This design comes from an exercise in tuning for a short achievable clock period and few clock cycles on the open sky130 flow, not from production work.
Where RTL was checked, it was by simulation tests only, not by an equivalence proof against the original.
Only the layout flow was run in runs 2 and 3; the RTL was not checked for function there.
Power and IR drop assume default switching activity.

## flow/config.mk

```make
export PLATFORM = sky130hd
export DESIGN_NAME = sap1
export DESIGN_NICKNAME = sap1
export VERILOG_FILES = /design/flow/design.v
export SDC_FILE = /design/flow/constraint.sdc
export NUM_CORES = 8
export LEC_CHECK = 0
export CAP_MARGIN = 20
export CORE_MARGIN = 2
export CORE_UTILIZATION = 40
export SLEW_MARGIN = 20
```

## flow/design.v

```verilog
module add1(input a,
            input b,
            input c,
            output s,
            output k);
  wire a_xor_b;
  wire and_t;
  wire and_b;
  assign a_xor_b=a ^ b;
  assign s=a_xor_b ^ c;
  assign and_t=a_xor_b & c;
  assign and_b=a & b;
  assign k=and_t | and_b;
endmodule
module dff (
  input clk, 
  input reset,
  input d,
  output reg q, 
  output q_);
  assign q_ = ~q;
  always @(posedge clk)
  begin
    if (reset) begin
      q <= 1'b0;
    end else begin
      q <= d;
    end
  end
endmodule
module jkff (
  input      clk,
  input      reset,
  input      j,
  input      k,
  output reg q,
  output     q_
);
  assign q_ = ~q;
  always @(posedge clk) begin
    if (reset) begin
      q<=0;
    end else begin
      case({j,k})
        2'b00 : q <=    q;
        2'b01 : q <= 1'b0;
        2'b10 : q <= 1'b1;
        2'b11 : q <=   ~q;
      endcase
    end
  end
endmodule
module SN74x02 #(parameter N=4) (
  input  [N-1:0] a,
  input  [N-1:0] b,
  output [N-1:0] y
);
  assign y=~(a|b);
endmodule
module SN74x08 #(parameter N=4) (
  input  [N-1:0] a,
  input  [N-1:0] b,
  output [N-1:0] y
);
  assign y=a & b;
endmodule
module SN74x86 #(parameter N=4) (
  input  [N-1:0] a,
  input  [N-1:0] b,
  output [N-1:0] y
);
  assign y=a^b;
endmodule
module SN74x157 #(
  parameter N=4
) (
  input  [N-1:0] p0,
  input  [N-1:0] p1,
  input          sel,
  input          g_,
  output [N-1:0] y
);
  wire sel0=~sel;
  wire sel1= sel;
  wire g=~g_;
  wire [N-1:0] int0;
  wire [N-1:0] int1;
  assign int0=(p0 & {N{sel0 & g}});
  assign int1=(p1 & {N{sel1 & g}});
  assign y=int0 | int1;
endmodule
module SN74x163 #(parameter N=4) (
  input  [N-1:0] d,
  input          load_,
  input          clk,
  input          clr_,
  input          p,
  input          t,
  output [N-1:0] q,
  output         rco,
  output [N-1:0] j,
  output [N-1:0] k,
  output [N-1:0] top,
  output [N-1:0] mid,
  output [N-1:0] bot,
  output         ttop,
  output [N  :0] tmid,
  output [N-1:0] q_,
  output         en
);
  genvar i;
  generate
    for(i=0;i<N;i=i+1) begin
      jkff jk(
        .j(j[i]),
        .k(k[i]),
        .clk(clk),
        .reset(1'b0),
        .q(q[i]),
        .q_(q_[i])
      );
    end
  endgenerate
   and  (en     ,p    ,t);
  nand  (ttop   ,load_,clr_);
  assign tmid[0]=en;
  generate
    for(i=0;i<N;i=i+1) begin
      and  (tmid[i+1],q[i],tmid[i]);
    end
  endgenerate
  assign rco=tmid[N];
  generate
    for(i=0;i<N;i=i+1) begin
      nand(top[i],ttop   ,bot[i]);
       or (mid[i],tmid[i],ttop  );
      nand(bot[i],d[i]   ,clr_  ,ttop);
    end
  endgenerate
  assign j = top & mid;
  assign k = mid & bot;
endmodule
module SN74x173 #(parameter N=4) (
              input  [N-1:0] d,
              input          m,
              input          n,
              input          g1_,
              input          g2_,
              input          clk,
              input          clr,
              output [N-1:0] q,
              output clk_,
              output in_en,
              output in_en_,
              output out_en,
              output [N-1:0] q_int,
              output [N-1:0] d_int,
              output [N-1:0] top,
              output [N-1:0] bot);
  assign out_en=(~m)&(~n);  
  assign in_en=(~g1_)&(~g2_);  
  assign in_en_=~in_en;
  assign clk_=~clk;
  genvar i;
  generate 
    for (i=0; i<N; i=i+1) begin
      dff flipflop(.d(d_int[i]),
                   .q(q_int[i]),
                   .clk(clk),
                   .reset(clr));
    end
  endgenerate
  assign top=q_int & {N{in_en_}};  
  assign bot=d     & {N{in_en }};  
  assign d_int=top | bot;
  assign q=out_en?q_int:{N{1'b0}};
endmodule
module SN74x283 #(parameter N=4) (
              input  [N-1:0] a,
              input  [N-1:0] b,
              input          c,
              output [N-1:0] s,
              output         k);
  wire [N:0]     w_CARRY;
  assign w_CARRY[0] = c;        
  genvar             ii;
  generate 
    for (ii=0; ii<N; ii=ii+1) 
      begin
        add1 full_adder_inst
            ( 
              .a(a[ii]),
              .b(b[ii]),
              .c(w_CARRY[ii]),
              .s(s[ii]),
              .k(w_CARRY[ii+1])
              );
      end
  endgenerate
  assign k = w_CARRY[N];
endmodule
module bus_interface #(
  parameter N=8
) (
  input  [N-1:0] a,
  input          g,
  output [N-1:0] y
);
  assign y=g?a:{N{1'b0}};
endmodule
module ram_chip #(
  parameter N=4,
  parameter A=4,
  parameter DEPTH = 1<<A  
) (
  input              clk,
  input      [A-1:0] a, 
  input              we,
  input      [N-1:0] d,
  output     [N-1:0] o
);
  reg [N-1:0] memory_array [0:DEPTH-1]; 
  always @(posedge clk)
  begin
    if(we) memory_array[a] <= d;
  end
  assign o=memory_array[a];
endmodule
module ALU #(
  parameter N=8
) (
  input  [N-1:0] a,
  input  [N-1:0] b,
  input          eo,
  input          su,
  output [N-1:0] s_int,
  output [N-1:0] bus,
  output         cf);
  wire [N-1:0] b_int;
  assign b_int=b ^ {N{su}};
  SN74x283 #(.N(N)) u21(
        .a(a    ),
        .b(b_int),
        .c(su   ),
        .s(s_int),
        .k(cf   ));
  bus_interface #(.N(N)) u17(.a(s_int),
                             .y(bus  ),
                             .g(eo   ));
endmodule
module ZeroDet #(
  parameter N=8
) (
  input [N-1:0] s,
  output        zf
);
  wire [N-1:0] tree_int;
  assign tree_int[0]=s[0];
  genvar i;
  generate
    for(i=0;i<N-1;i=i+1) begin
      assign tree_int[i+1]=tree_int[i] | s[i+1];
    end
  endgenerate
  assign zf=~tree_int[N-1];
endmodule
module ALUFlags #(
  parameter N=8
) (
  input  [N-1:0] a,
  input  [N-1:0] b,
  input          eo,
  input          su,
  input          fi_,
  input          clk,
  input          clr,
  output [N-1:0] s_int,
  output [N-1:0] bus,
  output         cf,
  output         zf,
  output         cf_int,
  output         zf_int
);
  ALU #(.N(N)) alu (
    .a(a),
    .b(b),
    .eo(eo),
    .su(su),
    .s_int(s_int),
    .bus(bus),
    .cf(cf_int)
  );
  ZeroDet #(.N(N)) zeroDet (
    .s(s_int),
    .zf(zf_int)
  );
  SN74x173 #(.N(2)) flagReg (
    .d({cf_int,zf_int}),
    .q({cf    ,zf    }),
    .m(1'b0),.n(1'b0),
    .g1_(fi_),.g2_(fi_),
    .clk(clk),.clr(clr)
  );
endmodule
module register #(
  parameter N=8
) (
  input  [N-1:0] bus,
  output [N-1:0] bus_out,
  input          clk,
  input          clr,
  input          i_,
  input          o,
  output [N-1:0] val
);
  SN74x173 #(N) u12(
    .d(bus),
    .q(val),
    .m(1'b0),.n(1'b0),
    .g1_(i_),.g2_(i_),
    .clk(clk),.clr(clr));
  bus_interface #(.N(N)) u17(.a(val),
                             .y(bus_out),
                             .g(o));
endmodule
module memory_address_register #(
  parameter A=4
) (
  input  [A-1:0] bus,
  input          mi_,
  input          clk,
  input          clr,
  output [A-1:0] a,    
  input  [A-1:0] sw_mar,  
  input          prog,
  output [A-1:0] q
);
  SN74x173 #(.N(A)) u34(
    .d(bus),
    .q(q),
    .m(1'b0),
    .n(1'b0),
    .g1_(mi_),
    .g2_(mi_),
    .clk(clk),
    .clr(clr)
  );
  SN74x157 #(.N(A)) u33(
    .p0(sw_mar),
    .p1(q),
    .sel(prog),
    .g_(1'b0),
    .y(a)
  );
endmodule
module random_access_memory #(
  parameter N=8,
  parameter A=4
) (
  input  [A-1:0] a,
  input  [N-1:0] bus,
  output [N-1:0] bus_out,
  input          ro,    
  input          prog,  
  input          clk,
  input          ri,    
  input  [N-1:0] sw_dat,
  input          sw4,   
  output [N-1:0] memval
);
  wire [N-1:0] mux2mem; 
  wire [N-1:0] mem2inv;
  wire         we;
  assign we=prog?ri:~sw4;
  ram_chip #(
    .A(A),
    .N(N)
  ) u12(
    .o(memval),
    .d(mux2mem),
    .clk(clk),
    .we(we),
    .a(a)
  );
  SN74x157 #(
    .N(N)
  ) u27(
    .p0(sw_dat),
    .p1(bus   ),
    .y(mux2mem),
    .sel(prog),
    .g_(1'b0)
  );
  bus_interface #(.N(N)) u30 (
    .a(memval),
    .g(ro),
    .y(bus_out)
  );
endmodule
module program_counter #(
  parameter A=4
) (  
  input  [A-1:0] bus,
  output [A-1:0] bus_out,
  input          clr_,
  input          clk,
  input          ce,
  input          j_,
  input          co,
  output [A-1:0] pcval
);
  SN74x163 #(.N(A)) u35(
    .clk(clk),
    .clr_(clr_),
    .p(ce),
    .t(ce),
    .load_(j_),
    .d(bus),
    .q(pcval)
  );
  bus_interface #(.N(A)) u36(
    .a(pcval),
    .g(co),
    .y(bus_out)
  );
endmodule
module control_unit #(  
  parameter N=8,
  parameter A=4,
  parameter O=N-A,
  parameter MAXPHASE=4,
  parameter T=$clog2(MAXPHASE+1)
) (
  input          clk_, 
  output         clr,
  input          sw8,  
  input          cf,
  input          zf,
  input  [O-1:0] ir,
  output         hlt,  
  output         mi,   
  output         ri,   
  output         ro,   
  output         io,   
  output         ii,   
  output         ai,   
  output         ao,   
  output         eo,   
  output         su,   
  output         bi,   
  output         oi,   
  output         ce,   
  output         co,   
  output         j,    
  output         fi,   
  output [T-1:0] t     
);
  wire                  phase_reset;
  wire                  rco;
  SN74x163 #(.N(T)) u48 (
    .clk(clk_),
    .clr_(~(clr|phase_reset)),
    .p(~hlt),  
    .t(1'b1),
    .load_(1'b1),
    .d({T{1'b1}}),
    .q(t),
	 .rco(rco)
  );
  assign clr=sw8;
  assign phase_reset=(t==MAXPHASE);
  assign hlt=    (t==2  & (ir==15)                                    );
  assign mi =    (t==0                                                )|
                 (t==2  & (ir== 1|ir== 2|ir== 3|ir== 4|ir== 5)        );
  assign ri =    (t==3  & (ir== 4)                                    );  
  assign ro =    (t==1                                                )|
                 (t==3  & (ir== 1|ir== 2|ir== 3)                      );
  assign io =    (t==2  & (ir== 1|ir== 2|ir== 3|ir== 4|ir== 5|ir== 6|ir==7|ir==8) );
  assign ii =    (t==1                                                );  
  assign ai =    (t==2  & (ir== 5)                                    )|
                 (t==3  & (ir== 1)                                    )|
                 (t==4  & (ir== 2|ir== 3)                             );
  assign ao =    (t==2  & (ir==14)                                    )|
                 (t==3  & (ir== 4)                                    );
  assign eo =    (t==4  & (ir== 2|ir== 3)                             );  
  assign su =    (t==4  & (ir== 3)                                    );  
  assign bi =    (t==3  & (ir== 2|ir== 3|ir== 4)                      );  
  assign oi =    (t==2  & (ir==14)                                    );  
  assign ce =    (t==1                                                );
  assign co =    (t==0                                                );
  assign j  =    (t==2  & (ir== 6|(ir==7&cf)|(ir==8&zf))              );  
  assign fi =    (t==4  & (ir== 2|ir== 3)                             );  
endmodule
module computer #(
  parameter N=8,    
  parameter A=4     
) (
  input          clk,
  input  [N-1:0] sw_dat,
  input  [A-1:0] sw_mar,
  input          prog,  
  input          sw4,   
  input          sw8,   
  output [N-1:0] aval,
  output [N-1:0] bval,
  output [N-1:0] irval,
  output [N-1:0] oval,
  output [N-1:0] aluval,
  output [A-1:0] marval,
  output [N-1:0] memval,
  output [A-1:0] pcval,
  output [N-1:0] outval,
  output [N-1:0] bus,
  output         cf,
  output         zf,
  output [2:0]   t,
  output         hlt,  
  output         mi,   
  output         ri,   
  output         ro,   
  output         io,   
  output         ii,   
  output         ai,   
  output         ao,   
  output         eo,   
  output         su,   
  output         bi,   
  output         oi,   
  output         ce,   
  output         co,   
  output         j,    
  output         fi,   
  output         clr
);
  wire [N-1:0] a_bus, b_bus, ir_bus, o_bus, alu_bus, ram_bus;
  wire [A-1:0] pc_bus;
  assign bus=a_bus|alu_bus|ram_bus|(ir_bus&{{(N-A){1'b0}},{A{1'b1}}})|{{(N-A){1'b0}},pc_bus};
  assign outval=oval;
  register #(.N(N)) a (
    .bus(bus),
    .bus_out(a_bus),
    .val(aval),
    .clk(clk),
    .clr(clr),
    .i_(~ai),
    .o(ao)
  );
  register #(.N(N)) b (
    .bus(bus),
    .bus_out(b_bus),
    .val(bval),
    .clk(clk),
    .clr(clr),
    .i_(~bi),
    .o(1'b0)  
  );
  register #(.N(N)) ir (
    .bus(bus),
    .bus_out(ir_bus),
    .val(irval),
    .clk(clk),
    .clr(clr),
    .i_(~ii),
    .o(io)
  );
  register #(.N(N)) o (
    .bus(bus),
    .bus_out(o_bus),
    .val(oval),
    .clk(clk),
    .clr(clr),
    .i_(~oi),
    .o(1'b0) 
  );
  ALUFlags #(.N(N)) alu (
    .a(aval),
    .b(bval),
    .eo(eo),
    .su(su),
    .fi_(~fi),
    .clk(clk),
    .clr(clr),
    .s_int(aluval),
    .bus(alu_bus),
    .cf(cf),
    .zf(zf)
  );
  memory_address_register #(.A(A)) mar (
    .bus(bus[A-1:0]),
    .mi_(~mi),
    .clk(clk),
    .clr(clr),
    .a(marval),
    .sw_mar(sw_mar),  
    .prog(prog)
  );
  random_access_memory #(.N(N),.A(A)) ram (
    .a(marval),
    .bus(bus),
    .bus_out(ram_bus),
    .ro(ro),
    .prog(prog),
    .clk(clk),
    .ri(ri),
    .sw_dat(sw_dat),
    .sw4(sw4),
    .memval(memval)
  );
  program_counter #(.A(A)) pc (  
    .bus(bus[A-1:0]),
    .bus_out(pc_bus),
    .clr_(~clr),
    .clk(clk),
    .ce(ce),
    .j_(~j),
    .co(co),
    .pcval(pcval)
  );
  control_unit #(.N(N),.A(A)) control (
    .clk_(clk),  
    .clr(clr),
    .sw8(sw8),
    .ir(irval[N-1:A]),
    .cf(cf),
    .zf(zf),
    .hlt(hlt),
    .mi(mi),  
    .ri(ri),  
    .ro(ro),  
    .io(io),  
    .ii(ii),  
    .ai(ai),  
    .ao(ao),  
    .eo(eo),  
    .su(su),  
    .bi(bi),  
    .oi(oi),  
    .ce(ce),  
    .co(co),  
    .j(j),   
    .fi(fi),
    .t(t)
  );
endmodule
module sap1 (
  input        clk,
  input        sw8,     
  input        prog,    
  input        sw4,     
  input  [3:0] sw_mar,  
  input  [7:0] sw_dat,  
  output [7:0] oval,    
  output       out_valid,  
  output       hlt,     
  output [7:0] memval   
);
  wire oi;
  reg  out_valid_q;
  computer #(.N(8),.A(4)) cpu (
    .clk(clk),
    .sw_dat(sw_dat),
    .sw_mar(sw_mar),
    .prog(prog),
    .sw4(sw4),
    .sw8(sw8),
    .oval(oval),
    .memval(memval),
    .hlt(hlt),
    .oi(oi),
    .aval(),.bval(),.irval(),.aluval(),.marval(),.pcval(),.outval(),.bus(),
    .cf(),.zf(),.t(),.mi(),.ri(),.ro(),.io(),.ii(),.ai(),.ao(),.eo(),.su(),
    .bi(),.ce(),.co(),.j(),.fi(),.clr()
  );
  always @(posedge clk) out_valid_q <= oi & ~sw8;
  assign out_valid=out_valid_q;
endmodule
```

## flow/constraint.sdc

```tcl
create_clock -name core_clock -period 5.5 [get_ports {clk}]
set_input_delay 1.1000 -clock core_clock [delete_from_list [all_inputs] [get_ports {clk}]]
set_output_delay 1.1000 -clock core_clock [all_outputs]
set_load 0.01 [all_outputs]
```

## flow/run.sh

```bash
#!/bin/bash
# synth_recipe.tcl (not shown) runs the flow's synth.tcl, then flattens the netlist and writes it again
# the make line also repeats each setting of config.mk as NAME=value (left out here)
make -C /OpenROAD-flow-scripts/flow DESIGN_CONFIG=/design/flow/config.mk WORK_HOME=/design/flow/orfs CLKGATE_MAP_FILE= SYNTH_SCRIPT=/design/flow/synth_recipe.tcl finish
```

==> impl_results.html, run 1 <==
<table>
<tr><th>Metric</th><th>Value</th></tr>
<tr><th colspan="2">Clock tree</th></tr>
<tr><td>Root buffer cell</td><td>sky130_fd_sc_hd__clkbuf_16</td></tr>
<tr><td>Hold buffers post-CTS</td><td>0</td></tr>
<tr><td>CTS tree</td><td>yes</td></tr>
<tr><td>Clock slew seen by the registers of the worst setup and hold paths</td><td>80 ps</td></tr>
<tr><td>Maximum buffer depth of the clock tree</td><td>2</td></tr>
<tr><td>Number of clock sinks</td><td>174</td></tr>
<tr><td>Clock latency of the later-clocked register in the worst-skew pair</td><td>440 ps</td></tr>
<tr><td>Buffer count from post-CTS setup fixing</td><td>0</td></tr>
<tr><td>Cells resized by post-CTS repair</td><td>0</td></tr>
<tr><td>Max H-tree Level</td><td>4</td></tr>
<tr><td>Clock buffers created by TritonCTS</td><td>17</td></tr>
<tr><th colspan="2">Placement</th></tr>
<tr><td>DP HPWL</td><td>16530 um</td></tr>
<tr><td>Cells after DPL</td><td>1078</td></tr>
<tr><td>Count of buffers inserted at the top-level ports</td><td>33</td></tr>
<tr><td>Final GP Congestion</td><td>0.8548</td></tr>
<tr><th colspan="2">Power</th></tr>
<tr><td>Static leakage</td><td>0.003877 uW</td></tr>
<tr><td>Power per standard cell area</td><td>309.8 nW/um2</td></tr>
<tr><td>Highest ir drop seen on vdd</td><td>0.0001701 V</td></tr>
<tr><td>Power consumption</td><td>3227 uW</td></tr>
<tr><th colspan="2">Floorplan</th></tr>
<tr><td>Total I/O pin count</td><td>34</td></tr>
<tr><td>Effective utilization at floorplan</td><td>40.60%</td></tr>
<tr><td>Die Area</td><td>24070 um2</td></tr>
<tr><td>Number of rows in the core area</td><td>55</td></tr>
<tr><td>CORE AREA</td><td>22500 um2</td></tr>
<tr><td>DIE HEIGHT</td><td>155.1 um</td></tr>
<tr><td>Horiz. Die Dim</td><td>155.1 um</td></tr>
<tr><th colspan="2">Logic synthesis</th></tr>
<tr><td>Portion of synthesized cell area occupied by the leading cell type</td><td>44.37%</td></tr>
<tr><td>Dominant cell by count in the synthesized netlist</td><td>sky130_fd_sc_hd__edfxtp_1</td></tr>
<tr><td>Netlist Area Pre-Place</td><td>9136 um2</td></tr>
<tr><td>Net Count, Synth</td><td>815</td></tr>
<tr><td>Async set-or-reset flop fraction in the synthesized netlist</td><td>0%</td></tr>
<tr><td>Avg Synthesized Cell Area</td><td>11.54 um2</td></tr>
<tr><td>Ys flop type</td><td>sky130_fd_sc_hd__edfxtp_1</td></tr>
<tr><td>Commonest cells in the netlist</td><td>sky130_fd_sc_hd__edfxtp_1, sky130_fd_sc_hd__nor2_1, sky130_fd_sc_hd__nand2_1</td></tr>
<tr><td>Leading post-synthesis cells by cell area</td><td>sky130_fd_sc_hd__edfxtp_1, sky130_fd_sc_hd__dfxtp_1, sky130_fd_sc_hd__nand4b_1</td></tr>
<tr><td>Number of flops mapped to enable cells by yosys</td><td>135</td></tr>
<tr><td>Post-synthesis sequential element count</td><td>174</td></tr>
<tr><td>Count of unique library cells instantiated by Yosys</td><td>69</td></tr>
<tr><td>Synth warnings</td><td>4</td></tr>
<tr><td>Part of the Yosys area used for sequential elements</td><td>52.92%</td></tr>
<tr><td>Leading area contributor after synthesis</td><td>sky130_fd_sc_hd__edfxtp_1</td></tr>
<tr><td>Synth Instances</td><td>792</td></tr>
<tr><th colspan="2">Route</th></tr>
<tr><td>Aggregate routed wire length</td><td>25000 um</td></tr>
<tr><td>WL/cell</td><td>22.52 um</td></tr>
<tr><td>Via count</td><td>6949</td></tr>
<tr><td>Remaining DRCs</td><td>0</td></tr>
<tr><td>Number of violations reported at the end of detailed-routing iteration 0</td><td>554</td></tr>
<tr><td>Antenna Nets Post-Route</td><td>0</td></tr>
<tr><td>Length of the first detailed-routing pass in iterations</td><td>5</td></tr>
<tr><td>Avg Vias per Cell</td><td>6.260</td></tr>
<tr><th colspan="2">Flow run</th></tr>
<tr><td>Maxcap violations</td><td>0</td></tr>
<tr><th colspan="2">Critical path</th></tr>
<tr><td>Kind of start point of the critical path</td><td>flop</td></tr>
<tr><td>Delay contributed by the slowest stage of the critical path</td><td>520 ps</td></tr>
<tr><td>Series of cell instances along the critical path</td><td>nor3b_1 &gt; and2_1 &gt; nand2_1 &gt; buf_4 &gt; o21ai_0 &gt; fa_1 &gt; fa_1 &gt; fa_1 &gt; fa_1 &gt; inv_1 &gt; fa_1 &gt; inv_1 &gt; fa_1 &gt; inv_1 &gt; fa_1 &gt; o2bb2ai_1 &gt; buf_4 &gt; nor2_1 &gt; o22ai_2 &gt; buf_4</td></tr>
<tr><td>Worst path required time</td><td>5760 ps</td></tr>
<tr><td>Crit-path max FO</td><td>16</td></tr>
<tr><td>Slowest cell on the critical path</td><td>sky130_fd_sc_hd__dfxtp_1</td></tr>
<tr><td>Type of the worst setup path</td><td>flop to flop</td></tr>
<tr><td>Cell mode on critical path</td><td>sky130_fd_sc_hd__fa_1</td></tr>
<tr><td>Kind of capture point of the worst setup path</td><td>flop</td></tr>
<tr><td>Arrival time of the worst setup path</td><td>5360 ps</td></tr>
<tr><th colspan="2">STA</th></tr>
<tr><td>Fin Clk Skew</td><td>16.40 ps</td></tr>
<tr><td>Shortest clock period the worst path allows after layout</td><td>5102 ps</td></tr>
<tr><td>Post-Route Setup TNS</td><td>0 ps</td></tr>
<tr><td>Final period util</td><td>92.75%</td></tr>
<tr><td>Count of final max-slew check failures</td><td>0</td></tr>
<tr><td>Unrepaired setup endpoints after global routing</td><td>false</td></tr>
<tr><td>Number of hold-slack violations in the final timing report</td><td>0</td></tr>
<tr><td>Worst slew margin relative to its limit</td><td>30.44%</td></tr>
<tr><td>Worst Max-Slew Pin Slew</td><td>1035 ps</td></tr>
<tr><td>Setup-failing EPs final</td><td>0</td></tr>
<tr><td>Upper clock frequency limit</td><td>196.0 MHz</td></tr>
<tr><th colspan="2">Global routing</th></tr>
<tr><td>Grt ovf</td><td>0</td></tr>
<tr><td>Largest net degree at the start of global routing</td><td>60</td></tr>
<tr><td>Number of antenna violations at the first check in global routing</td><td>0</td></tr>
<tr><td>Vias in the first global route</td><td>6927</td></tr>
<tr><td>First-pass GRT wire length</td><td>39140 um</td></tr>
<tr><td>Total global-route track usage</td><td>21.19%</td></tr>
<tr><th colspan="2">Layout</th></tr>
<tr><td>Final core utilization</td><td>46.28%</td></tr>
<tr><td>Ratio of cells with drive above 1 in the final layout</td><td>13.82%</td></tr>
<tr><td>Non-filler cells, final</td><td>1110</td></tr>
<tr><td>Count of filler cells inserted in the layout</td><td>1992</td></tr>
<tr><td>Number of nets in the finished design</td><td>835</td></tr>
<tr><td>P&amp;R area growth vs syn</td><td>14.00%</td></tr>
<tr><td>Diodes inserted</td><td>0</td></tr>
<tr><th colspan="2">Worst hold path</th></tr>
<tr><td>Worst hold path type</td><td>flop to flop</td></tr>
<tr><th colspan="2">Run status</th></tr>
<tr><td>Status</td><td>no timing/DRC/antenna violations</td></tr>
</table>
==> routing by layer <==
metal / track usage [%] / part of all wire (%) / up-vias
li1: - / - / 3177
met1: 26.89 / 42 / 3494
met2: 36.78 / 50 / 233
met3: 3.621 / 5.9 / 45
met4: 7.099 / 2.2 / 0
met5: 0 / 0 / -
==> cell usage in the layout (no fill, tap or decap), types with 4 or more instances in the layout <==
cell type	instances
sky130_fd_sc_hd__a21oi_1	7
sky130_fd_sc_hd__a32o_1	6
sky130_fd_sc_hd__buf_4	49
sky130_fd_sc_hd__nand2_1	48
sky130_fd_sc_hd__clkbuf_16	17
sky130_fd_sc_hd__and2_1	4
sky130_fd_sc_hd__mux2i_1	18
sky130_fd_sc_hd__fa_1	7
sky130_fd_sc_hd__a221o_1	6
sky130_fd_sc_hd__a22o_1	9
sky130_fd_sc_hd__inv_1	40
sky130_fd_sc_hd__nor2b_1	5
sky130_fd_sc_hd__a41o_1	22
sky130_fd_sc_hd__nor3_1	4
sky130_fd_sc_hd__clkdlybuf4s50_1	31
sky130_fd_sc_hd__inv_6	6
sky130_fd_sc_hd__edfxtp_1	135
sky130_fd_sc_hd__xnor2_1	6
sky130_fd_sc_hd__nor3b_1	5
sky130_fd_sc_hd__a22oi_1	6
sky130_fd_sc_hd__o21a_1	26
sky130_fd_sc_hd__nand4_1	25
sky130_fd_sc_hd__o21ai_0	14
sky130_fd_sc_hd__o22ai_1	11
sky130_fd_sc_hd__o31ai_1	5
sky130_fd_sc_hd__and4b_1	29
sky130_fd_sc_hd__o41ai_1	44
sky130_fd_sc_hd__nor2_1	61
sky130_fd_sc_hd__a32oi_1	7
sky130_fd_sc_hd__nand4b_1	47
sky130_fd_sc_hd__dfxtp_1	37
sky130_fd_sc_hd__a211oi_1	9
==> final timing paths <==
check | endpoint | slack, ps | cells past startpoint
setup / recovery | cpu.ram.u12.memory_array[6][7]$_DFFE_PP_ | 400 | 20
hold / removal | flop | 470 | 2
setup reg to reg | cpu.ram.u12.memory_array[6][7]$_DFFE_PP_ | 400 | 20
hold reg to reg | flop | 470 | 2
==> area by class of cell <==
class,instances,area (um2),share of cell area (%)
Tap cell,285,356.6,3.424
Clock inverter,15,192.7,1.850
Clock buffer,17,425.4,4.085
Sequential cell,174,4837,46.44
Inverter,42,157.7,1.514
Timing Repair Buffer,83,723.2,6.944
Multi-Input combinational cell,494,3722,35.74
==> through the flow <==
step,worst slack [ps],hold slack [ps],cell area (um2)
3_3_place_gp,572.5,444.0,9797
6_report,398.5,473.7,10420
4_1_cts,388.5,477.1,10420
2_1_floorplan,78.05,426.3,9143
5_1_grt,153.1,494.4,10420
3_5_place_dp,464.1,461.4,9797
==> report_power, final <==
group	internal, uW	switching [uW]
clock network	692	572
logic	181	288
registers	1460	38.0
==> critical path: cells and delay by family (launching register included) <==
kind | cells | cell delay, ps
flip-flops | 1 | 520
AO/OA/AOI/OAI | 3 | 410
adder cells (fa/ha/maj) | 7 | 2690
AND/OR/NAND/NOR | 4 | 480
buffers and inverters | 6 | 800
==> cell families after synthesis <==
family,share of synthesized area (%)
AOI/OAI and AO/OA,17.97
xor gates and xnor gates,0.8628
adders and majority gates,1.534
buffers and inverters,6.519
DFF,52.92
muxes,2.492
and+or+nand+nor,17.71
Testbench counts, summed over its fixed seeds: cycles 61,435.
==> inputs of run 2 (changes only) <==
==> flow/design.v (replaced) <==
module sap1 (
  input        clk,
  input        sw8,     
  input        prog,    
  input        sw4,     
  input  [3:0] sw_mar,  
  input  [7:0] sw_dat,  
  output [7:0] oval,    
  output       out_valid,  
  output       hlt,     
  output [7:0] memval   
);
  reg [7:0] mem [0:15];
  reg [7:0] ir;
  reg [3:0] pc;
  reg [7:0] a;
  reg       cf, zf;
  reg [7:0] oval_q;
  reg       outv_q;
  reg       hlt_q;
  reg [7:0] memval_q;
  wire [3:0] op = ir[7:4];
  wire [3:0] n  = ir[3:0];
  wire       run = ~sw8 & ~hlt_q;
  wire [7:0] opnd = mem[n];
  wire       is_sub = (op == 4'd3);
  wire [8:0] sum = {1'b0, a} + {1'b0, opnd ^ {8{is_sub}}} + {8'd0, is_sub};
  wire taken = (op == 4'd6) | (op == 4'd7 & cf) | (op == 4'd8 & zf);
  wire [3:0] npc = taken ? n : pc;
  wire store = run & prog & (op == 4'd4);
  wire [7:0] fetched = (store && n == npc) ? a : mem[npc];
  integer i;
  always @(posedge clk) begin
    memval_q <= mem[sw_mar];
    if (~prog & ~sw4) mem[sw_mar] <= sw_dat;
    else if (store) mem[n] <= a;
  end
  always @(posedge clk) begin
    if (sw8) begin
      a <= 8'd0; cf <= 1'b0; zf <= 1'b0;
      oval_q <= 8'd0; outv_q <= 1'b0; hlt_q <= 1'b0;
      pc <= 4'd1;
      ir <= mem[0];
    end else begin
      outv_q <= 1'b0;
      if (~hlt_q) begin
        case (op)
          4'd1: a <= opnd;
          4'd2, 4'd3: begin a <= sum[7:0]; cf <= sum[8]; zf <= (sum[7:0] == 8'd0); end
          4'd5: a <= {4'd0, n};
          4'd14: begin oval_q <= a; outv_q <= 1'b1; end
          4'd15: hlt_q <= 1'b1;
          default: ;
        endcase
        if (op != 4'd15) begin
          ir <= fetched;
          pc <= npc + 4'd1;
        end
      end
    end
  end
  assign oval = oval_q;
  assign out_valid = outv_q;
  assign hlt = hlt_q;
  assign memval = memval_q;
endmodule
==> impl_results.html, run 2 <==
<table>
<tr><th>Metric</th><th>Value</th></tr>
<tr><th colspan="2">Route</th></tr>
<tr><td>WL/cell</td><td>27.02 um</td></tr>
<tr><td>Length of the first detailed-routing pass in iterations</td><td>6</td></tr>
<tr><td>Avg Vias per Cell</td><td>6.531</td></tr>
<tr><td>Antenna Nets Post-Route</td><td>0</td></tr>
<tr><td>Remaining DRCs</td><td>0</td></tr>
<tr><td>Number of violations reported at the end of detailed-routing iteration 0</td><td>892</td></tr>
<tr><td>Aggregate routed wire length</td><td>29530 um</td></tr>
<tr><td>Via count</td><td>7138</td></tr>
<tr><th colspan="2">Power</th></tr>
<tr><td>Logic pwr share</td><td>47.3%</td></tr>
<tr><td>Switching fraction of total power</td><td>42.09%</td></tr>
<tr><td>Switching power</td><td>2413 uW</td></tr>
<tr><td>Sequential share of power</td><td>30.7%</td></tr>
<tr><td>Highest ir drop seen on vdd</td><td>0.0002289 V</td></tr>
<tr><td>Power share of the clock group</td><td>22.0%</td></tr>
<tr><td>Power per standard cell area</td><td>529.7 nW/um2</td></tr>
<tr><td>Internal Power</td><td>3320 uW</td></tr>
<tr><td>Static leakage</td><td>0.003619 uW</td></tr>
<tr><td>Power consumption</td><td>5733 uW</td></tr>
<tr><th colspan="2">Logic synthesis</th></tr>
<tr><td>Async set-or-reset flop fraction in the synthesized netlist</td><td>0%</td></tr>
<tr><td>Synth warnings</td><td>1</td></tr>
<tr><td>Net Count, Synth</td><td>779</td></tr>
<tr><td>Post-synthesis sequential element count</td><td>172</td></tr>
<tr><td>Leading area contributor after synthesis</td><td>sky130_fd_sc_hd__edfxtp_1</td></tr>
<tr><td>Leading post-synthesis cells by cell area</td><td>sky130_fd_sc_hd__edfxtp_1, sky130_fd_sc_hd__mux4_2, sky130_fd_sc_hd__dfxtp_1</td></tr>
<tr><td>Synth Instances</td><td>754</td></tr>
<tr><td>Count of unique library cells instantiated by Yosys</td><td>69</td></tr>
<tr><td>Commonest cells in the netlist</td><td>sky130_fd_sc_hd__edfxtp_1, sky130_fd_sc_hd__nand2_1, sky130_fd_sc_hd__mux4_2</td></tr>
<tr><td>Dominant cell by count in the synthesized netlist</td><td>sky130_fd_sc_hd__edfxtp_1</td></tr>
<tr><td>Netlist Area Pre-Place</td><td>9678 um2</td></tr>
<tr><td>Number of flops mapped to enable cells by yosys</td><td>136</td></tr>
<tr><td>Ys flop type</td><td>sky130_fd_sc_hd__edfxtp_1</td></tr>
<tr><td>Avg Synthesized Cell Area</td><td>12.84 um2</td></tr>
<tr><td>Part of the Yosys area used for sequential elements</td><td>49.64%</td></tr>
<tr><td>Portion of synthesized cell area occupied by the leading cell type</td><td>42.20%</td></tr>
<tr><th colspan="2">STA</th></tr>
<tr><td>Setup-failing EPs final</td><td>0</td></tr>
<tr><td>Worst slew margin relative to its limit</td><td>26.61%</td></tr>
<tr><td>Final period util</td><td>74.09%</td></tr>
<tr><td>Fin Clk Skew</td><td>8.704 ps</td></tr>
<tr><td>Unrepaired setup endpoints after global routing</td><td>false</td></tr>
<tr><td>Post-Route Setup TNS</td><td>0 ps</td></tr>
<tr><td>Count of final max-slew check failures</td><td>0</td></tr>
<tr><td>Shortest clock period the worst path allows after layout</td><td>4075 ps</td></tr>
<tr><td>Final setup margin</td><td>1425 ps</td></tr>
<tr><td>Number of hold-slack violations in the final timing report</td><td>0</td></tr>
<tr><td>Worst Max-Slew Pin Slew</td><td>1097 ps</td></tr>
<tr><td>Upper clock frequency limit</td><td>245.4 MHz</td></tr>
<tr><th colspan="2">Clock tree</th></tr>
<tr><td>Root buffer cell</td><td>sky130_fd_sc_hd__clkbuf_16</td></tr>
<tr><td>Max H-tree Level</td><td>4</td></tr>
<tr><td>Clock slew seen by the registers of the worst setup and hold paths</td><td>70 ps</td></tr>
<tr><td>Hold buffers post-CTS</td><td>0</td></tr>
<tr><td>Number of clock sinks</td><td>172</td></tr>
<tr><td>Cells resized by post-CTS repair</td><td>0</td></tr>
<tr><td>Maximum buffer depth of the clock tree</td><td>2</td></tr>
<tr><td>CTS tree</td><td>yes</td></tr>
<tr><td>Clock latency of the later-clocked register in the worst-skew pair</td><td>450 ps</td></tr>
<tr><td>Clock buffers created by TritonCTS</td><td>17</td></tr>
<tr><td>Buffer count from post-CTS setup fixing</td><td>0</td></tr>
<tr><th colspan="2">Global routing</th></tr>
<tr><td>Grt ovf</td><td>0</td></tr>
<tr><td>Largest net degree at the start of global routing</td><td>51</td></tr>
<tr><td>Vias in the first global route</td><td>6843</td></tr>
<tr><td>First-pass GRT wire length</td><td>44350 um</td></tr>
<tr><td>Total global-route track usage</td><td>23.31%</td></tr>
<tr><td>Number of antenna violations at the first check in global routing</td><td>0</td></tr>
<tr><th colspan="2">Placement</th></tr>
<tr><td>Cells after DPL</td><td>1061</td></tr>
<tr><td>DP HPWL</td><td>20450 um</td></tr>
<tr><td>Count of buffers inserted at the top-level ports</td><td>33</td></tr>
<tr><td>Post-placement setup slack</td><td>1326 ps</td></tr>
<tr><td>Final GP Congestion</td><td>0.9085</td></tr>
<tr><th colspan="2">Critical path</th></tr>
<tr><td>Delay contributed by the slowest stage of the critical path</td><td>610 ps</td></tr>
<tr><td>Crit-path max FO</td><td>21</td></tr>
<tr><td>Kind of start point of the critical path</td><td>flop</td></tr>
<tr><td>Worst path required time</td><td>5870 ps</td></tr>
<tr><td>Crit path buffers/inverters</td><td>1</td></tr>
<tr><td>Series of cell instances along the critical path</td><td>buf_4 &gt; mux4_2 &gt; mux4_2 &gt; xnor2_1 &gt; ha_1 &gt; nand2_1 &gt; o21ai_0 &gt; o21a_1 &gt; nor2_1 &gt; xnor2_1 &gt; nor4_1 &gt; nand2_1 &gt; o21ai_0</td></tr>
<tr><td>Critical path depth</td><td>13</td></tr>
<tr><td>Type of the worst setup path</td><td>flop to flop</td></tr>
<tr><td>Arrival time of the worst setup path</td><td>4440 ps</td></tr>
<tr><td>Slowest cell on the critical path</td><td>sky130_fd_sc_hd__mux4_2</td></tr>
<tr><td>Kind of capture point of the worst setup path</td><td>flop</td></tr>
<tr><td>Kind of cell adding the most delay to the critical path</td><td>multiplexers</td></tr>
<tr><td>Number of cells traversed by the worst register-to-register path</td><td>13</td></tr>
<tr><th colspan="2">Flow run</th></tr>
<tr><td>Maxcap violations</td><td>0</td></tr>
<tr><th colspan="2">Floorplan</th></tr>
<tr><td>Horiz. Die Dim</td><td>159.5 um</td></tr>
<tr><td>DIE HEIGHT</td><td>159.5 um</td></tr>
<tr><td>Number of rows in the core area</td><td>56</td></tr>
<tr><td>Total I/O pin count</td><td>34</td></tr>
<tr><td>Effective utilization at floorplan</td><td>40.99%</td></tr>
<tr><td>CORE AREA</td><td>23610 um2</td></tr>
<tr><td>Die Area</td><td>25450 um2</td></tr>
<tr><th colspan="2">Layout</th></tr>
<tr><td>Number of nets in the finished design</td><td>786</td></tr>
<tr><td>Non-filler cells, final</td><td>1093</td></tr>
<tr><td>Ratio of cells with drive above 1 in the final layout</td><td>20.28%</td></tr>
<tr><td>Diodes inserted</td><td>0</td></tr>
<tr><td>Combined flip-flop and latch cell area</td><td>4806 um2</td></tr>
<tr><td>Area of the multi-input gates</td><td>4544 um2</td></tr>
<tr><td>Most common library cell in the layout ignoring fill and taps</td><td>sky130_fd_sc_hd__edfxtp_1</td></tr>
<tr><td>Most frequent cells in the layout</td><td>sky130_fd_sc_hd__edfxtp_1, sky130_fd_sc_hd__nand2_1, sky130_fd_sc_hd__mux4_2</td></tr>
<tr><td>Count of filler cells inserted in the layout</td><td>2066</td></tr>
<tr><td>Flip-flop count of the largest register, all copies and words added</td><td>128</td></tr>
<tr><td>Register name with the most flops</td><td>mem</td></tr>
<tr><td>P&amp;R area growth vs syn</td><td>11.82%</td></tr>
<tr><th colspan="2">Worst hold path</th></tr>
<tr><td>Worst hold path type</td><td>flop to flop</td></tr>
<tr><td>Hold-critical path depth</td><td>2</td></tr>
<tr><td>Min-delay src</td><td>oval_q[6]$_SDFFE_PP0P_</td></tr>
<tr><th colspan="2">Run status</th></tr>
<tr><td>Status</td><td>no timing/DRC/antenna violations</td></tr>
</table>
## run 2: cell types whose count changed after synthesis, moves of 15 or more
cell,change
sky130_fd_sc_hd__o41ai_1,-44
sky130_fd_sc_hd__a31oi_1,+19
sky130_fd_sc_hd__a221oi_1,+16
sky130_fd_sc_hd__a41o_1,-20
sky130_fd_sc_hd__mux4_2,+79
sky130_fd_sc_hd__nand2_1,+51
sky130_fd_sc_hd__and3_1,+21
sky130_fd_sc_hd__a21oi_1,+21
sky130_fd_sc_hd__and4b_1,-29
sky130_fd_sc_hd__nand4b_1,-46
sky130_fd_sc_hd__o21a_1,-24
sky130_fd_sc_hd__inv_1,-33
sky130_fd_sc_hd__nand4_1,-15
## run 2: worst min-delay path, cell delays in order, from the launching register on
cell and delay (ps):
sky130_fd_sc_hd__dfxtp_1 330, sky130_fd_sc_hd__mux2i_1 60, sky130_fd_sc_hd__nor2_1 70
## run 2: cell families after synthesis
group / count (synthesis) / share of synthesized area [%]
flops: 172 / 49.64
simple gates: 232 / 11.45
mux: 101 / 20.66
fa+ha+maj: 9 / 1.241
compound gates: 151 / 11.71
xor+xnor: 20 / 1.810
buf+inv: 69 / 3.478
## run 2: cell type report
type / instances / share of cell area [%]
Clock buffer: 18 / 3.966
Clock inverter: 14 / 1.596
Inverter: 10 / 0.3700
Multi-Input combinational cell: 513 / 41.99
Sequential cell: 172 / 44.41
Tap cell: 319 / 3.688
Timing Repair Buffer: 47 / 3.977
## run 2: per-stage QoR
stage | hold slack (ps) | util, % | instance area, um2
finish | 495.9 | 45.83 | 10820
global route | 518.2 | 45.83 | 10820
CTS | 496.0 | 45.81 | 10820
detailed placement | 473.3 | 43.26 | 10210
global placement | 471.1 | 43.25 | 10210
floorplan | 436.0 | - | 9678
## run 2: final timing paths
kind	to	slack (ps)
setup / recovery	zf$_SDFFE_PP0P_	1420
hold / removal	oval_q[6]$_SDFFE_PP0P_	500
setup reg to reg	zf$_SDFFE_PP0P_	1420
hold reg to reg	oval_q[6]$_SDFFE_PP0P_	500
## run 2: power groups by stage
stage               clock (uW)  sequential [uW]  combinational, uW
floorplan                    0             1640               2100
global placement             0             1790               2640
detailed placement           0             1790               2640
CTS                       1270             1760               2660
global route              1320             1780               2890
finish                    1260             1760               2710
## run 2: per-layer routing
| metal | GRT usage [%] | vias up | share of wire, % |
|---|---|---|---|
| li1 | - | 3023 | - |
| met1 | 31.86 | 3611 | 40 |
| met2 | 37.52 | 455 | 48 |
| met3 | 4.637 | 49 | 9.6 |
| met4 | 7.562 | 0 | 2.1 |
| met5 | 0 | - | 0 |
==> inputs of run 3 (changes only) <==
--- a/flow/config.mk
+++ b/flow/config.mk
@@ -6,6 +6,9 @@
 export NUM_CORES = 8
 export LEC_CHECK = 0
+export ABC_CLOCK_PERIOD_IN_PS = 2000
 export CAP_MARGIN = 20
 export CORE_MARGIN = 2
 export CORE_UTILIZATION = 40
+export SETUP_SLACK_MARGIN = 3.5
 export SLEW_MARGIN = 20
+export TNS_END_PERCENT = 100
==> impl_results.html, run 3 <==
<table>
<tr><th>Metric</th><th>Value</th></tr>
<tr><th colspan="2">Floorplan</th></tr>
<tr><td>CORE AREA</td><td>23610 um2</td></tr>
<tr><td>Number of rows in the core area</td><td>56</td></tr>
<tr><td>Effective utilization at floorplan</td><td>40.99%</td></tr>
<tr><td>DIE HEIGHT</td><td>159.5 um</td></tr>
<tr><td>Die Area</td><td>25450 um2</td></tr>
<tr><td>Total I/O pin count</td><td>34</td></tr>
<tr><td>Horiz. Die Dim</td><td>159.5 um</td></tr>
<tr><th colspan="2">Logic synthesis</th></tr>
<tr><td>Portion of synthesized cell area occupied by the leading cell type</td><td>42.20%</td></tr>
<tr><td>Part of the Yosys area used for sequential elements</td><td>49.64%</td></tr>
<tr><td>Async set-or-reset flop fraction in the synthesized netlist</td><td>0%</td></tr>
<tr><td>Avg Synthesized Cell Area</td><td>12.84 um2</td></tr>
<tr><td>Leading area contributor after synthesis</td><td>sky130_fd_sc_hd__edfxtp_1</td></tr>
<tr><td>Netlist Area Pre-Place</td><td>9678 um2</td></tr>
<tr><td>Count of unique library cells instantiated by Yosys</td><td>69</td></tr>
<tr><td>Synth Instances</td><td>754</td></tr>
<tr><td>Synth warnings</td><td>1</td></tr>
<tr><td>Net Count, Synth</td><td>779</td></tr>
<tr><td>Leading post-synthesis cells by cell area</td><td>sky130_fd_sc_hd__edfxtp_1, sky130_fd_sc_hd__mux4_2, sky130_fd_sc_hd__dfxtp_1</td></tr>
<tr><td>Ys flop type</td><td>sky130_fd_sc_hd__edfxtp_1</td></tr>
<tr><td>Commonest cells in the netlist</td><td>sky130_fd_sc_hd__edfxtp_1, sky130_fd_sc_hd__nand2_1, sky130_fd_sc_hd__mux4_2</td></tr>
<tr><td>Dominant cell by count in the synthesized netlist</td><td>sky130_fd_sc_hd__edfxtp_1</td></tr>
<tr><td>Post-synthesis sequential element count</td><td>172</td></tr>
<tr><td>Number of flops mapped to enable cells by yosys</td><td>136</td></tr>
<tr><th colspan="2">STA</th></tr>
<tr><td>Upper clock frequency limit</td><td>270.5 MHz</td></tr>
<tr><td>Count of final max-slew check failures</td><td>0</td></tr>
<tr><td>Unrepaired setup endpoints after global routing</td><td>true</td></tr>
<tr><td>Post-Route Setup TNS</td><td>0 ps</td></tr>
<tr><td>Worst slew margin relative to its limit</td><td>49.74%</td></tr>
<tr><td>Worst Max-Slew Pin Slew</td><td>749.7 ps</td></tr>
<tr><td>Fin Clk Skew</td><td>8.008 ps</td></tr>
<tr><td>Final period util</td><td>67.23%</td></tr>
<tr><td>Setup-failing EPs final</td><td>0</td></tr>
<tr><td>Shortest clock period the worst path allows after layout</td><td>3697 ps</td></tr>
<tr><td>Number of hold-slack violations in the final timing report</td><td>0</td></tr>
<tr><th colspan="2">Global routing</th></tr>
<tr><td>First-pass GRT wire length</td><td>56440 um</td></tr>
<tr><td>Largest net degree at the start of global routing</td><td>36</td></tr>
<tr><td>Grt ovf</td><td>0</td></tr>
<tr><td>Number of antenna violations at the first check in global routing</td><td>0</td></tr>
<tr><td>Vias in the first global route</td><td>8439</td></tr>
<tr><td>Total global-route track usage</td><td>30.33%</td></tr>
<tr><th colspan="2">Power</th></tr>
<tr><td>Static leakage</td><td>0.004962 uW</td></tr>
<tr><td>Highest ir drop seen on vdd</td><td>0.0002830 V</td></tr>
<tr><td>Power consumption</td><td>7932 uW</td></tr>
<tr><td>Power per standard cell area</td><td>556.8 nW/um2</td></tr>
<tr><th colspan="2">Clock tree</th></tr>
<tr><td>Maximum buffer depth of the clock tree</td><td>2</td></tr>
<tr><td>Clock latency of the later-clocked register in the worst-skew pair</td><td>450 ps</td></tr>
<tr><td>Max H-tree Level</td><td>4</td></tr>
<tr><td>Clock buffers created by TritonCTS</td><td>17</td></tr>
<tr><td>CTS tree</td><td>yes</td></tr>
<tr><td>Hold buffers post-CTS</td><td>0</td></tr>
<tr><td>Root buffer cell</td><td>sky130_fd_sc_hd__clkbuf_16</td></tr>
<tr><td>Clock slew seen by the registers of the worst setup and hold paths</td><td>70 ps</td></tr>
<tr><td>Number of clock sinks</td><td>172</td></tr>
<tr><th colspan="2">Route</th></tr>
<tr><td>Via count</td><td>8520</td></tr>
<tr><td>Aggregate routed wire length</td><td>39410 um</td></tr>
<tr><td>Remaining DRCs</td><td>0</td></tr>
<tr><td>Avg Vias per Cell</td><td>6.827</td></tr>
<tr><td>Length of the first detailed-routing pass in iterations</td><td>5</td></tr>
<tr><td>WL/cell</td><td>31.58 um</td></tr>
<tr><td>Number of violations reported at the end of detailed-routing iteration 0</td><td>1404</td></tr>
<tr><td>Antenna Nets Post-Route</td><td>0</td></tr>
<tr><th colspan="2">Critical path</th></tr>
<tr><td>Crit-path max FO</td><td>5</td></tr>
<tr><td>Setup slack of the most critical reg-to-reg path</td><td>1800 ps</td></tr>
<tr><td>Slowest cell on the critical path</td><td>sky130_fd_sc_hd__mux4_2</td></tr>
<tr><td>Type of the worst setup path</td><td>flop to flop</td></tr>
<tr><td>Delay contributed by the slowest stage of the critical path</td><td>600 ps</td></tr>
<tr><td>Arrival time of the worst setup path</td><td>4070 ps</td></tr>
<tr><td>Worst path required time</td><td>5870 ps</td></tr>
<tr><td>Kind of start point of the critical path</td><td>flop</td></tr>
<tr><td>Series of cell instances along the critical path</td><td>buf_12 &gt; mux4_2 &gt; mux4_2 &gt; xnor2_2 &gt; ha_1 &gt; buf_4 &gt; buf_4 &gt; xor2_1 &gt; or4_1 &gt; nor4_2 &gt; nand2_1 &gt; o21ai_1</td></tr>
<tr><td>Kind of capture point of the worst setup path</td><td>flop</td></tr>
<tr><th colspan="2">Layout</th></tr>
<tr><td>Fin area</td><td>14240 um2</td></tr>
<tr><td>Final core utilization</td><td>60.33%</td></tr>
<tr><td>P&amp;R area growth vs syn</td><td>47.19%</td></tr>
<tr><td>Most frequent cells in the layout</td><td>sky130_fd_sc_hd__edfxtp_1, sky130_fd_sc_hd__mux4_2, sky130_fd_sc_hd__nand2_1</td></tr>
<tr><td>Most common library cell in the layout ignoring fill and taps</td><td>sky130_fd_sc_hd__edfxtp_1</td></tr>
<tr><td>Flip-flop count of the largest register, all copies and words added</td><td>128</td></tr>
<tr><td>Diodes inserted</td><td>0</td></tr>
<tr><td>Register name with the most flops</td><td>mem</td></tr>
<tr><td>Number of nets in the finished design</td><td>941</td></tr>
<tr><td>Ratio of cells with drive above 1 in the final layout</td><td>53.82%</td></tr>
<tr><th colspan="2">Placement</th></tr>
<tr><td>Count of buffers inserted at the top-level ports</td><td>33</td></tr>
<tr><td>DP HPWL</td><td>20700 um</td></tr>
<tr><td>Final GP Congestion</td><td>0.9150</td></tr>
<tr><td>Cell area after placement</td><td>10750 um2</td></tr>
<tr><th colspan="2">Run status</th></tr>
<tr><td>Status</td><td>no timing/DRC/antenna violations</td></tr>
<tr><th colspan="2">Worst hold path</th></tr>
<tr><td>Worst hold path type</td><td>flop to flop</td></tr>
<tr><th colspan="2">Flow run</th></tr>
<tr><td>Maxcap violations</td><td>0</td></tr>
</table>
==> run 3: cell counts after synthesis <==
Identical to the previous run, type by type.
==> run 3: path summary, 6_finish.rpt <==
path	startpoint	to	cells after the start
max	flop	zf$_SDFFE_PP0P_	12
min reg2reg	zf$_SDFFE_PP0P_	zf$_SDFFE_PP0P_	2
max reg2reg	flop	zf$_SDFFE_PP0P_	12
min	zf$_SDFFE_PP0P_	zf$_SDFFE_PP0P_	2
==> run 3: report_power, final <==
group | switching [uW] | internal, uW | total, uW
Sequential | 258 | 1550 | 1800
Clock | 575 | 733 | 1310
Combinational | 2580 | 2240 | 4820
==> run 3: kinds of logic after synthesis <==
| kind of cell | after synthesis | synth area share (%) |
|---|---|---|
| buffers and inverters | 69 | 3.478 |
| muxes | 101 | 20.66 |
| xor gates and xnor gates | 20 | 1.810 |
| AOI/OAI and AO/OA | 151 | 11.71 |
| DFF | 172 | 49.64 |
| adders and majority gates | 9 | 1.241 |
| and+or+nand+nor | 232 | 11.45 |
==> run 3: timing repair <==
action | 4_1_cts | 5_1_grt
buffers inserted | 119 | 16
pin swaps | 86 | 47
endpoints found under the setup margin | 317 | 311
resized for setup | 317 | 78
cloned | 17 | 2
==> run 3: critical path: cells and delay by family (launching register included) <==
kind / cells / cell delay [ps]
buffers and inverters: 3 / 440
adders and majority gates: 1 / 370
and+or+nand+nor: 3 / 830
xor gates and xnor gates: 2 / 330
AOI/OAI and AO/OA: 1 / 140
muxes: 2 / 1090
DFF: 1 / 420
==> run 3: through the flow <==
stage / std cells / setup slack (ps) / hold slack [ps]
after floorplan: 754 / 2000 / 436.0
after global placement: 1062 / 1447 / 465.1
after detailed placement: 1062 / 1449 / 483.2
after CTS: 1230 / 1957 / 492.7
after global routing: 1248 / 1750 / 493.3
final: 1248 / 1803 / 484.9
==> run 3: final cells by class <==
type,instances,area (um2)
flip-flops and latches,172,4832
well taps,319,399.1
clock inverters,15,198.9
multi-input cells,521,6003
repair inverters,3,37.54
inverters,10,62.56
fillers,1704,9368
clock buffers,17,425.4
repair buffers,191,2286
==> run 3: per-layer routing <==
| layer | vias to the layer above | share of wire (%) | global-route usage [%] |
|---|---|---|---|
| met5 | - | 0 | 0 |
| met4 | 0 | 6.6 | 16.36 |
| met3 | 175 | 13 | 9.065 |
| met2 | 728 | 45 | 46.38 |
| met1 | 4256 | 35 | 38.90 |
| li1 | 3361 | - | - |

[static timing again, ports no longer ideal]
How much do the figures lean on ideal ports? The routed layouts below were timed once more, with nothing changed but the port constraints.
Step 1, drivers: a clkbuf_16 drives clk and a buf_2 each remaining input, both assumed.
Step 2 moves the port delays by t, midway between the first and last clock arrival at a register: inputs arrive t later, outputs are due t later. That takes back most of the time a late clock gives input paths.
Three values: no drivers, after step 1, after step 2; two values: the first two.
run	shift t [ns]	setup WS [ns]	hold slack, ns	worst setup path after step 2	worst data-port slew with drivers (ns)
run 1	0.479	0.398 / 0.398 / 0.398	0.474 / 0.474 / 0.474	register to register	0.06
run 2	0.490	1.425 / 1.425 / 1.362	0.496 / 0.496 / 0.496	input to register	0.03
run 3	0.489	1.803 / 1.803 / 1.803	0.485 / 0.485 / 0.485	register to register	0.20
After both steps every run listed still meets setup and hold. The setup slack of run 2, which loses most, moves by 0.000 ns with the drivers and by -0.063 ns with both steps.
